From an optimization exercise on the open Yosys and OpenROAD flow, aimed at small area, a short achievable clock period and few clock cycles; shortcuts taken in it are not production practice. No run shown here included a check of the RTL's function; only the layout flow was run. No activity file was given, so power comes from the tool's default toggle rates.

==> config.mk <==
export PLATFORM = sky130hd
export DESIGN_NAME = div
export DESIGN_NICKNAME = div
export VERILOG_FILES = /design/flow/design.v
export SDC_FILE = /design/flow/constraint.sdc
export NUM_CORES = 4
export LEC_CHECK = 0
export ABC_AREA = 1
export CAP_MARGIN = 20
export CORE_MARGIN = 2
export CORE_UTILIZATION = 40
export PLACE_DENSITY = 0.65
export SETUP_SLACK_MARGIN = 4
export SLEW_MARGIN = 20
==> constraint.sdc <==
create_clock -name core_clock -period 8.0 [get_ports {clk}]
set_input_delay 1.6000 -clock core_clock [delete_from_list [all_inputs] [get_ports {clk}]]
set_output_delay 1.6000 -clock core_clock [all_outputs]
set_load 0.01 [all_outputs]
==> design.v <==
module div (
    input wire clk,
    input wire rst_n,
    input wire [32-1:0] dividend_i,
    input wire [32-1:0] divisor_i,
    input wire                       start_i,
    input wire                       ctrl_ready_i,
    input wire [                3:0] op_i,
    output wire [32-1:0] result_o,
    output reg                        busy_o,
    output reg                        valid_o
);
    reg        s_prep, s_iter, s_fin;   
    reg [31:0] r;       
    reg [31:0] x;       
    reg [31:0] q;       
    reg  [4:0] cnt;
    reg  [4:0] pa, pb;  
    reg        sa, sb;  
    reg        is_rem, is_div;
    reg        cin;               
    reg        inc_q, inc_x, inc_c;  
    reg        f_const, f_val;    
    function automatic [4:0] msb32(input [31:0] v);
        reg [7:0] nz;
        reg [1:0] p [0:7];
        reg [2:0] g;
        integer i;
        begin
            for (i = 0; i < 8; i = i + 1) begin
                nz[i]   = |v[4*i+:4];
                p[i][1] = v[4*i+3] | v[4*i+2];
                p[i][0] = v[4*i+3] | (~v[4*i+2] & v[4*i+1]);
            end
            g[2] = |nz[7:4];
            g[1] = g[2] ? (nz[7] | nz[6]) : (nz[3] | nz[2]);
            g[0] = g[2] ? (nz[7] | (~nz[6] & nz[5])) : (nz[3] | (~nz[2] & nz[1]));
            msb32 = {g, p[g]};
        end
    endfunction
    wire        sgn_i = op_i[0] | op_i[2];
    wire        sa_i  = sgn_i & dividend_i[31];
    wire        sb_i  = sgn_i & divisor_i[31];
    wire [31:0] a_m   = dividend_i ^ {32{sa_i}};    
    wire [31:0] b_m   = divisor_i ^ {32{sb_i}};     
    wire [32:0] sum  = {1'b0, r} + {1'b0, x} + {32'd0, cin};
    wire        cout = sum[32];
    wire [31:0] inc_in  = inc_q ? ~q : (r ^ {32{inc_x}});
    wire [31:0] inc_out = inc_in + {31'd0, inc_c};
    wire [5:0] kk = {1'b0, pa} + {5'd0, sa} - {1'b0, pb};
    wire [4:0] k  = kk[4:0];
    reg  [31:0] x_init;
    always @(*) begin
        x_init = x;
        if (k[0]) x_init = {x_init[30:0], {1{~sb}}};
        if (k[1]) x_init = {x_init[29:0], {2{~sb}}};
        if (k[2]) x_init = {x_init[27:0], {4{~sb}}};
        if (k[3]) x_init = {x_init[23:0], {8{~sb}}};
        if (k[4]) x_init = {x_init[15:0], {16{~sb}}};
    end
    wire bz = ~sb & (&x);                           
    wire lt = ~cout;
    wire eq = ~sb & (&sum[31:0]);                   
    wire early = bz | lt;
    wire fix   = sa & (is_rem | ~sb);               
    wire last  = (cnt == 5'd0);
    wire fin_needed = is_rem | (is_div & (sa ^ sb));
    assign result_o = q;
    always @(posedge clk) begin
        if (!rst_n) begin
            busy_o  <= 1'b0;
            valid_o <= 1'b0;
            s_prep  <= 1'b0;
            s_iter  <= 1'b0;
            s_fin   <= 1'b0;
        end else begin
            if (!busy_o) begin
                if (ctrl_ready_i) begin
                    valid_o <= 1'b0;
                    if (start_i) begin
                        busy_o <= 1'b1;
                        s_prep <= 1'b1;
                    end
                end
            end
            if (s_prep) begin
                s_prep <= 1'b0;
                if (early) begin
                    if (fix) begin
                        s_fin <= 1'b1;
                    end else begin
                        busy_o  <= 1'b0;
                        valid_o <= 1'b1;
                    end
                end else begin
                    s_iter <= 1'b1;
                end
            end
            if (s_iter & last) begin
                s_iter <= 1'b0;
                if (fin_needed) begin
                    s_fin <= 1'b1;
                end else begin
                    busy_o  <= 1'b0;
                    valid_o <= 1'b1;
                end
            end
            if (s_fin) begin
                s_fin   <= 1'b0;
                busy_o  <= 1'b0;
                valid_o <= 1'b1;
            end
        end
    end
    always @(posedge clk) begin
        pa <= msb32(a_m);
        pb <= msb32(b_m | {31'd0, sb_i});
        if (!busy_o) begin
            r      <= a_m;
            x      <= ~b_m;
            sa     <= sa_i;
            sb     <= sb_i;
            is_rem <= op_i[2] | op_i[3];
            is_div <= op_i[0] | op_i[1];
            cin    <= sa_i | ~sb_i;
            inc_q  <= 1'b0;
            inc_x  <= 1'b0;
            inc_c  <= sa_i;
        end
        if (s_prep) begin
            r       <= inc_out;
            x       <= x_init;
            cnt     <= k;
            q       <= is_rem ? inc_out : {32{bz}};
            cin     <= ~sb;
            inc_q   <= is_div;
            inc_x   <= sa;
            inc_c   <= is_rem ? sa : 1'b1;
            f_const <= ~is_rem | eq;
            f_val   <= ~is_rem & (bz | eq);
        end
        if (s_iter) begin
            if (cout) r <= sum[31:0];
            q       <= {q[30:0], cout};
            x       <= {1'b1, x[31:1]};
            cnt     <= cnt - 5'd1;
            f_const <= 1'b0;
        end
        if (s_fin) begin
            q <= f_const ? {32{f_val}} : inc_out;
        end
    end
endmodule
==> run.sh <==
#!/bin/bash
# synth_recipe.tcl (not shown) runs the flow's synth.tcl, then flattens the netlist and writes it again
# the make line also repeats each setting of config.mk as NAME=value (left out here)
make -C /OpenROAD-flow-scripts/flow DESIGN_CONFIG=/design/flow/config.mk WORK_HOME=/design/flow/orfs CLKGATE_MAP_FILE= SYNTH_SCRIPT=/design/flow/synth_recipe.tcl finish
==> impl_metrics.ini, run 1 <==
[detailed_routing]
firstDrtPassIters = 6
viasPerCell = 5.472
route.detailed.drc = 0
ant_nets = 0
drt-total-wl_um = 58790
vias = 15529
wl_per_cell_um = 20.72
drt_iter0_markers = 1588

[critical_path]
regToRegStartpoint = sa
cp.arrival_ps = 4120
worst_path_most_repeated_cell = nand2_1
startpoint_type = input pin
crit_buf_inv = 3
crit_fanout = 33
cp_top_family = simple AND/OR/NAND/NOR gates
slowest_stage = clkdlybuf4s50_1
crit_path_cell_trace = clkdlybuf4s50_1 -> inv_2 -> nand2_4 -> nand2_8 -> xor2_2 -> nand2_1 -> nor2_1 -> nand2_1 -> nor2_1 -> nand2_1 -> nand2_1 -> inv_1 -> nand3_1 -> nand4_1
crit_type = in -> reg
cpPeakStageDelay_ps = 500
cp.required_ps = 8330
cp-end-kind = flip-flop
critPathLaunch = op_i[2]

[final_layout]
final_common_cell = nand2_1
post_route_cells_drive_above_1_share_pct = 6.944
final_cell_mix = 813 x nand2_1, 263 x inv_1, 191 x nor2_1
num-fill-cells = 3769
stdcell_count = 2838
nets = 2482
areaGrowthSynthToFinish_pct = 13.65

[yosys]
async_reset_ff_share_pct = 0
netlist_top_cells_area = nand2_1 21%, edfxtp_1 16%, inv_1 7.1%
synth_edf_count = 77
synth_top_area_cell = nand2_1
yosysUniqueCellTypes = 60
syn-num-nets = 2434
synth-seq-cells = 126
postSynthCellCount = 2316
yosys_most_used_dff = edfxtp_1
ys_seq_area_share_pct = 23.14
synth.cell_area_um2 = 14230
yosysWarningCount = 3
avgSynthCellArea_um2 = 6.145
yosysTopAreaCellShare_pct = 21.47

[place]
dp_cells = 2801
gp_congestion = 1.006
io_buffer_count = 105
dp_hpwl_um = 46660

[global_route]
antenna_found_initial = 1
use_met3_pct = 5.783
grt_usage_pct = 32.15
grt_pass1_vias = 14807
grt.overflow.total = 0
grt_util_met1_pct = 43.86
grt_max_degree = 61
grt.busiest_layer = met2
grt_use_met2_pct = 51.30
grt_first_pass_wirelength_um = 88460

[sta]
report.final.hold_viol_count = 0
maxSlewViolCount = 0
fin_setup_tns_ps = 0
max_slew_margin_pct = 27.51
setup_violations = 0
fin_worst_skew_ps = 15.71
rsz0062_at_grt = yes
fin_crit_sh_pct = 47.47
fmaxAchievable_mhz = 263.3
worst_pin_slew_ps = 1081
min_period_ps = 3798

[clock_tree]
clockBufferDepth = 2
cts_tree = built
clock-sinks = 126
ctsHoldBuffers = 0
cts-root-buf = clkbuf_16
htree_num_levels = 4
clkTransAtPathRegs_ps = 70
cts_buffers = 17
insertion_delay_ps = 470

[hold_path]
hp-class = reg -> reg
hold_start = is_div

[flow_run]
drv_cap = 0

[die]
die_area_um2 = 37100
coreArea_um2 = 35310
ios = 106
num_rows = 69
initial_utilization_pct = 40.30
die_w_um = 192.6
die_h_um = 192.6

[power_and_ir_drop]
leakagePower_nw = 7.634
ir_drop_uv = 175.4
power.density_nw_per_um2 = 287.8
total_power_w = 0.004655

[status]
status = timing/DRC/antenna clean
-- timing repair --
item                                    in CTS  in global routing
resized for setup                            1                 17
buffers inserted                             0                  3
endpoints found under the setup margin       2                 40
cloned                                       1                  0
-- power by group --
group	internal (W)	leakage (nW)	switching, W
sequential	0.000827	1.17	0.000162
clock	0.000436	0.274	0.000356
combinational	0.000886	6.19	0.00199
total	0.00215	7.63	0.00251
-- state kept, by name (all words and copies together) (netlist names), 5 cells and up --
name,cells
r,32
cnt,5
x,32
pa,5
pb,5
q,32
-- final timing paths --
path / endpoint / slack [ps] / cells after the start
min: inc_q / 570 / 2
min reg2reg: inc_q / 570 / 2
max: pa[1] / 4200 / 14
max reg2reg: x[16] / 4280 / 15
-- cell usage after synthesis, types with 5 or more instances --
library cell / count
nand3_1: 136
mux2i_1: 14
nor2_2: 15
buf_1: 6
a21oi_1: 49
ha_1: 43
a31oi_1: 7
nor2_1: 195
xor2_2: 17
buf_2: 22
a22oi_1: 14
edfxtp_1: 77
nand2_1: 814
o211ai_1: 29
o21ai_1: 32
nand4_1: 42
xor2_1: 73
nand2_2: 13
inv_2: 16
inv_1: 268
nand3b_1: 11
nor3_1: 14
o21ai_2: 8
clkbuf_1: 58
dfxtp_1: 49
o21ai_0: 168
o22ai_1: 14
or2_2: 8
buf_6: 5
nor2_4: 11
xnor2_1: 27
o221ai_1: 13
-- through the flow --
step                      hold slack [ps]  cell area, µm²  util, %  worst slack, ps
final                               566.6           16170    45.81             4202
after global routing                608.6           16170    45.80             3997
after CTS                           558.9           16060    45.49             4013
after detailed placement            541.7           15480    43.85             3580
after global placement              522.1           15480    43.85             3606
after floorplan                     471.9           14230        -             4861
-- worst min-delay path, delay by kind of cell (launching register included) --
kind                   cells  cell delay (ps)
flip-flops                 1              360
AND/OR/NAND/NOR            1               60
buffers and inverters      1               50
-- kinds of logic (layout without fill, tap and decap cells) --
group / Yosys count / count (layout) / share of synthesized area, %
AND/OR/NAND/NOR: 1276 / 1276 / 37.81
buffers and inverters: 382 / 442 / 11.10
AO/OA/AOI/OAI: 353 / 353 / 14.44
flip-flops: 126 / 126 / 23.14
XOR/XNOR: 119 / 119 / 8.326
adder cells (fa/ha/maj): 46 / 46 / 4.203
multiplexers: 14 / 14 / 0.9847
other: 0 / 1 / 0
-- area by class of cell --
class                   count  area, µm²  area share (%)
multi-input cells        1808       9414           58.20
flip-flops and latches    126       3293           20.36
repair buffers            125       1226           7.581
inverters                 285       1081           6.684
well taps                 461      576.8           3.566
clock buffers              19      475.5           2.940
clock inverters            12      97.59          0.6034
repair inverters            1      7.507         0.04641
diodes                      1      2.502         0.01547
-- layer usage --
layer	wire, µm	vias to the layer above
met4	1819	0
met1	26050	7217
li1	-	7565
met3	4491	85
met5	0	-
met2	26430	662
==> run 2, diff against run 1 <==
--- a/design.v
+++ b/design.v
@@ -10,8 +10,8 @@
     output reg                        busy_o,
     output reg                        valid_o
 );
-    reg        s_prep, s_iter, s_fin;   
-    reg [31:0] r;       
+    reg        s_prep, s_iter, s_cor, s_fin;   
+    reg [32:0] r;       
     reg [31:0] x;       
     reg [31:0] q;       
     reg  [4:0] cnt;
@@ -43,9 +43,10 @@
     wire        sb_i  = sgn_i & divisor_i[31];
     wire [31:0] a_m   = dividend_i ^ {32{sa_i}};    
     wire [31:0] b_m   = divisor_i ^ {32{sb_i}};     
-    wire [32:0] sum  = {1'b0, r} + {1'b0, x} + {32'd0, cin};
-    wire        cout = sum[32];
-    wire [31:0] inc_in  = inc_q ? ~q : (r ^ {32{inc_x}});
+    wire        neg  = r[32];
+    wire [32:0] sum  = r + ({1'b1, x} ^ {33{neg}}) + {32'd0, cin ^ neg};
+    wire        qbit = ~sum[32];
+    wire [31:0] inc_in  = inc_q ? ~q : (r[31:0] ^ {32{inc_x}});
     wire [31:0] inc_out = inc_in + {31'd0, inc_c};
     wire [5:0] kk = {1'b0, pa} + {5'd0, sa} - {1'b0, pb};
     wire [4:0] k  = kk[4:0];
@@ -59,7 +60,7 @@
         if (k[4]) x_init = {x_init[15:0], {16{~sb}}};
     end
     wire bz = ~sb & (&x);                           
-    wire lt = ~cout;
+    wire lt = sum[32];
     wire eq = ~sb & (&sum[31:0]);                   
     wire early = bz | lt;
     wire fix   = sa & (is_rem | ~sb);               
@@ -72,6 +73,7 @@
             valid_o <= 1'b0;
             s_prep  <= 1'b0;
             s_iter  <= 1'b0;
+            s_cor   <= 1'b0;
             s_fin   <= 1'b0;
         end else begin
             if (!busy_o) begin
@@ -98,12 +100,18 @@
             end
             if (s_iter & last) begin
                 s_iter <= 1'b0;
-                if (fin_needed) begin
+                if (is_rem & sum[32]) begin
+                    s_cor <= 1'b1;
+                end else if (fin_needed) begin
                     s_fin <= 1'b1;
                 end else begin
                     busy_o  <= 1'b0;
                     valid_o <= 1'b1;
                 end
+            end
+            if (s_cor) begin
+                s_cor <= 1'b0;
+                s_fin <= 1'b1;
             end
             if (s_fin) begin
                 s_fin   <= 1'b0;
@@ -116,7 +124,7 @@
         pa <= msb32(a_m);
         pb <= msb32(b_m | {31'd0, sb_i});
         if (!busy_o) begin
-            r      <= a_m;
+            r      <= {1'b0, a_m};
             x      <= ~b_m;
             sa     <= sa_i;
             sb     <= sb_i;
@@ -128,7 +136,7 @@
             inc_c  <= sa_i;
         end
         if (s_prep) begin
-            r       <= inc_out;
+            r       <= {1'b0, inc_out};
             x       <= x_init;
             cnt     <= k;
             q       <= is_rem ? inc_out : {32{bz}};
@@ -140,11 +148,14 @@
             f_val   <= ~is_rem & (bz | eq);
         end
         if (s_iter) begin
-            if (cout) r <= sum[31:0];
-            q       <= {q[30:0], cout};
-            x       <= {1'b1, x[31:1]};
+            r       <= sum;
+            q       <= {q[30:0], qbit};
+            if (!last) x <= {1'b1, x[31:1]};
             cnt     <= cnt - 5'd1;
             f_const <= 1'b0;
+        end
+        if (s_cor) begin
+            r <= sum;
         end
         if (s_fin) begin
             q <= f_const ? {32{f_val}} : inc_out;
==> impl_metrics.ini, run 2 <==
[sta]
max_slew_margin_pct = 34.39
rsz0062_at_grt = yes
setup_violations = 0
fin_crit_sh_pct = 47.07
min_period_ps = 3766
fin_setup_tns_ps = 0
worst_pin_slew_ps = 983.0
fin_hold_ws_ps = 520.6
fmaxAchievable_mhz = 265.6
fin_worst_skew_ps = 10.07
maxSlewViolCount = 0
report.final.hold_viol_count = 0

[clock_tree]
cts_tree = built
insertion_delay_ps = 460
htree_num_levels = 4
ctsHoldBuffers = 0
clkTransAtPathRegs_ps = 60
clockBufferDepth = 2
cts-root-buf = clkbuf_16
clock-sinks = 128
cts_buffers = 17

[yosys]
synthXorXnorAreaFrac_pct = 9.973
avgSynthCellArea_um2 = 6.097
synth-adder-area-share_pct = 3.955
yosys_most_used_dff = edfxtp_1
ys_seq_area_share_pct = 22.65
yosysTopAreaCellShare_pct = 19.62
yosysMostFrequentCell = nand2_1
yosys-top-cells-count = 774 x nand2_1, 284 x inv_1, 207 x nor2_1
synth-simple-area-share_pct = 35.37
syn-num-nets = 2545
async_reset_ff_share_pct = 0
yosysWarningCount = 3
synthMuxAreaShare_pct = 0.8114
synth.cell_area_um2 = 14800
synth-compound-area-share_pct = 16.33
synth_edf_count = 79
synth-seq-cells = 128
synth_top_area_cell = nand2_1
postSynthCellCount = 2428
yosysUniqueCellTypes = 51
netlist_top_cells_area = nand2_1 20%, edfxtp_1 16%, xor2_1 8.3%
synth_top_family_by_area = simple AND/OR/NAND/NOR gates

[final_layout]
fin_util_pct = 45.93
top_register = r
final_cell_mix = 774 x nand2_1, 284 x inv_1, 205 x o21ai_0
n_antenna_cell = 0
largest_reg_flops = 33
reg.largest.list = r x33, q x32, x x32
nets = 2590
final_common_cell = nand2_1
areaGrowthSynthToFinish_pct = 13.32
post_route_cells_drive_above_1_share_pct = 5.511

[power_and_ir_drop]
p_int_w = 0.002451
power.density_nw_per_um2 = 317.5
p_switching_w = 0.002875
ir_drop_uv = 217.4
clkPwrFrac_pct = 16.3
swShare_pct = 53.98
seq_power_share_pct = 19.6
pwr-share-comb_pct = 64.2
total_power_w = 0.005327
leakagePower_nw = 8.127

[critical_path]
crit_fanout = 36
startpoint_type = flip-flop
cp.arrival_ps = 4100
crit_type = reg -> reg
cp.required_ps = 8330
cp-end-kind = flip-flop

[die]
initial_utilization_pct = 40.53
ios = 106
coreArea_um2 = 36520
die_area_um2 = 38570
die_h_um = 196.4
num_rows = 70
die_w_um = 196.4

[global_route]
grt_first_pass_wirelength_um = 85180
antenna_found_initial = 1
grt.overflow.total = 0
grt_max_degree = 75
grt_usage_pct = 29.03
grt_pass1_vias = 14931

[detailed_routing]
drt-total-wl_um = 56710
vias = 16205
firstDrtPassIters = 6
viasPerCell = 5.486
route.detailed.drc = 0
ant_nets = 0
wl_per_cell_um = 19.20
drt_iter0_markers = 1633

[status]
status = timing/DRC/antenna clean

[hold_path]
hp-class = reg -> reg

[place]
gp_congestion = 1.017
io_buffer_count = 105
dp_hpwl_um = 44660

[flow_run]
drv_cap = 0
## run 2: layout make-up
| type | count | area (µm²) |
|---|---|---|
| inverter | 297 | 1119 |
| multi-input combinational | 1900 | 9858 |
| clock inverter | 10 | 160.2 |
| tap | 468 | 585.6 |
| sequential | 128 | 3354 |
| fill | 3874 | 19750 |
| timing repair buffer | 129 | 1235 |
| clock buffer | 22 | 464.2 |
## run 2: per-layer routing
metal | vias up | global-route usage (%) | wire length [µm] | share of wire [%]
met5 | - | 0 | 11 | 0.019
met4 | 2 | 7.969 | 1334 | 2.4
met3 | 83 | 7.752 | 5678 | 10
met2 | 728 | 45.25 | 24950 | 44
met1 | 7460 | 39.56 | 24730 | 44
li1 | 7932 | - | - | -
## run 2: what timing repair did
item / in CTS / in global routing
setup buffers: 0 / 0
setup endpoints to repair: 0 / 7
gates resized for setup: 0 / 2
## run 2: kinds of logic (layout without fill, tap and decap cells)
| logic type | Yosys count | count (layout) |
|---|---|---|
| AND/OR/NAND/NOR | 1240 | 1240 |
| AO/OA/AOI/OAI | 443 | 443 |
| buffers and inverters | 400 | 458 |
| XOR/XNOR | 160 | 160 |
| flip-flops | 128 | 128 |
| adder cells (fa/ha/maj) | 45 | 45 |
| multiplexers | 12 | 12 |
## run 2: path summary, 6_finish.rpt
kind          from  endpoint  slack [ps]  cells past startpoint
max reg2reg     sa     x[26]        4230                     13
min reg2reg  s_cor     s_cor         520                      1
min          s_cor     s_cor         520                      1
max             sa     x[26]        4230                     13
## run 2: power groups by stage
stage / combinational [W] / clock, W / sequential, W
detailed placement: 0.00333 / 0 / 0.00105
global placement: 0.00332 / 0 / 0.00104
floorplan: 0.00242 / 0 / 0.000959
global route: 0.00382 / 0.000893 / 0.00104
CTS: 0.00335 / 0.000867 / 0.00103
finish: 0.00342 / 0.000867 / 0.00104
## run 2: worst max-delay path: stages, from the launching register on
cell and delay (ps):
edfxtp_1 400, inv_1 90, ha_1 270, inv_1 40
ha_1 210, fa_1 430, xnor2_2 160, buf_4 260
inv_1 540, o21ai_0 240, o21ai_0 470, o21ai_0 230
a21oi_1 200, a21oi_1 70
## run 2: per-stage QoR
step | std cells | area (µm²) | setup WS (ps)
after global placement | 2922 | 16140 | 3873
after global routing | 2954 | 16780 | 3983
after CTS | 2954 | 16770 | 4245
final | 2954 | 16780 | 4234
after detailed placement | 2922 | 16140 | 3862
after floorplan | 2428 | 14800 | 4769

-- separate check: timing with driven ports --
In the flow no input, the clock included, has a driving cell. The finished layouts below were timed again as built, in two steps.
Step 1: set_driving_cell puts a clkbuf_16 on clk and a buf_2 on each other input, an assumption about the parent block.
Step 2 also shifts input and output timing later by t, the mid clock arrival at the registers, as if the neighbouring blocks saw the same clock.
Slacks: ideal ports / drivers / drivers and shift; pairs: ideal ports / drivers.
run	shift t [ns]	setup slack, ns	hold WS [ns]	clock arrival spread, ns	pins driven straight from the clock port
run 1	0.510	4.202 / 4.231 / 3.721	0.567 / 0.567 / 0.567	0.016 / 0.015	1
run 2	0.502	4.234 / 4.234 / 3.868	0.521 / 0.521 / 0.521	0.011 / 0.011	1
After both steps setup and hold are still met in every run listed. For run 1, which loses most, drivers alone change the setup slack by +0.029 ns; drivers and shift together by -0.481 ns.
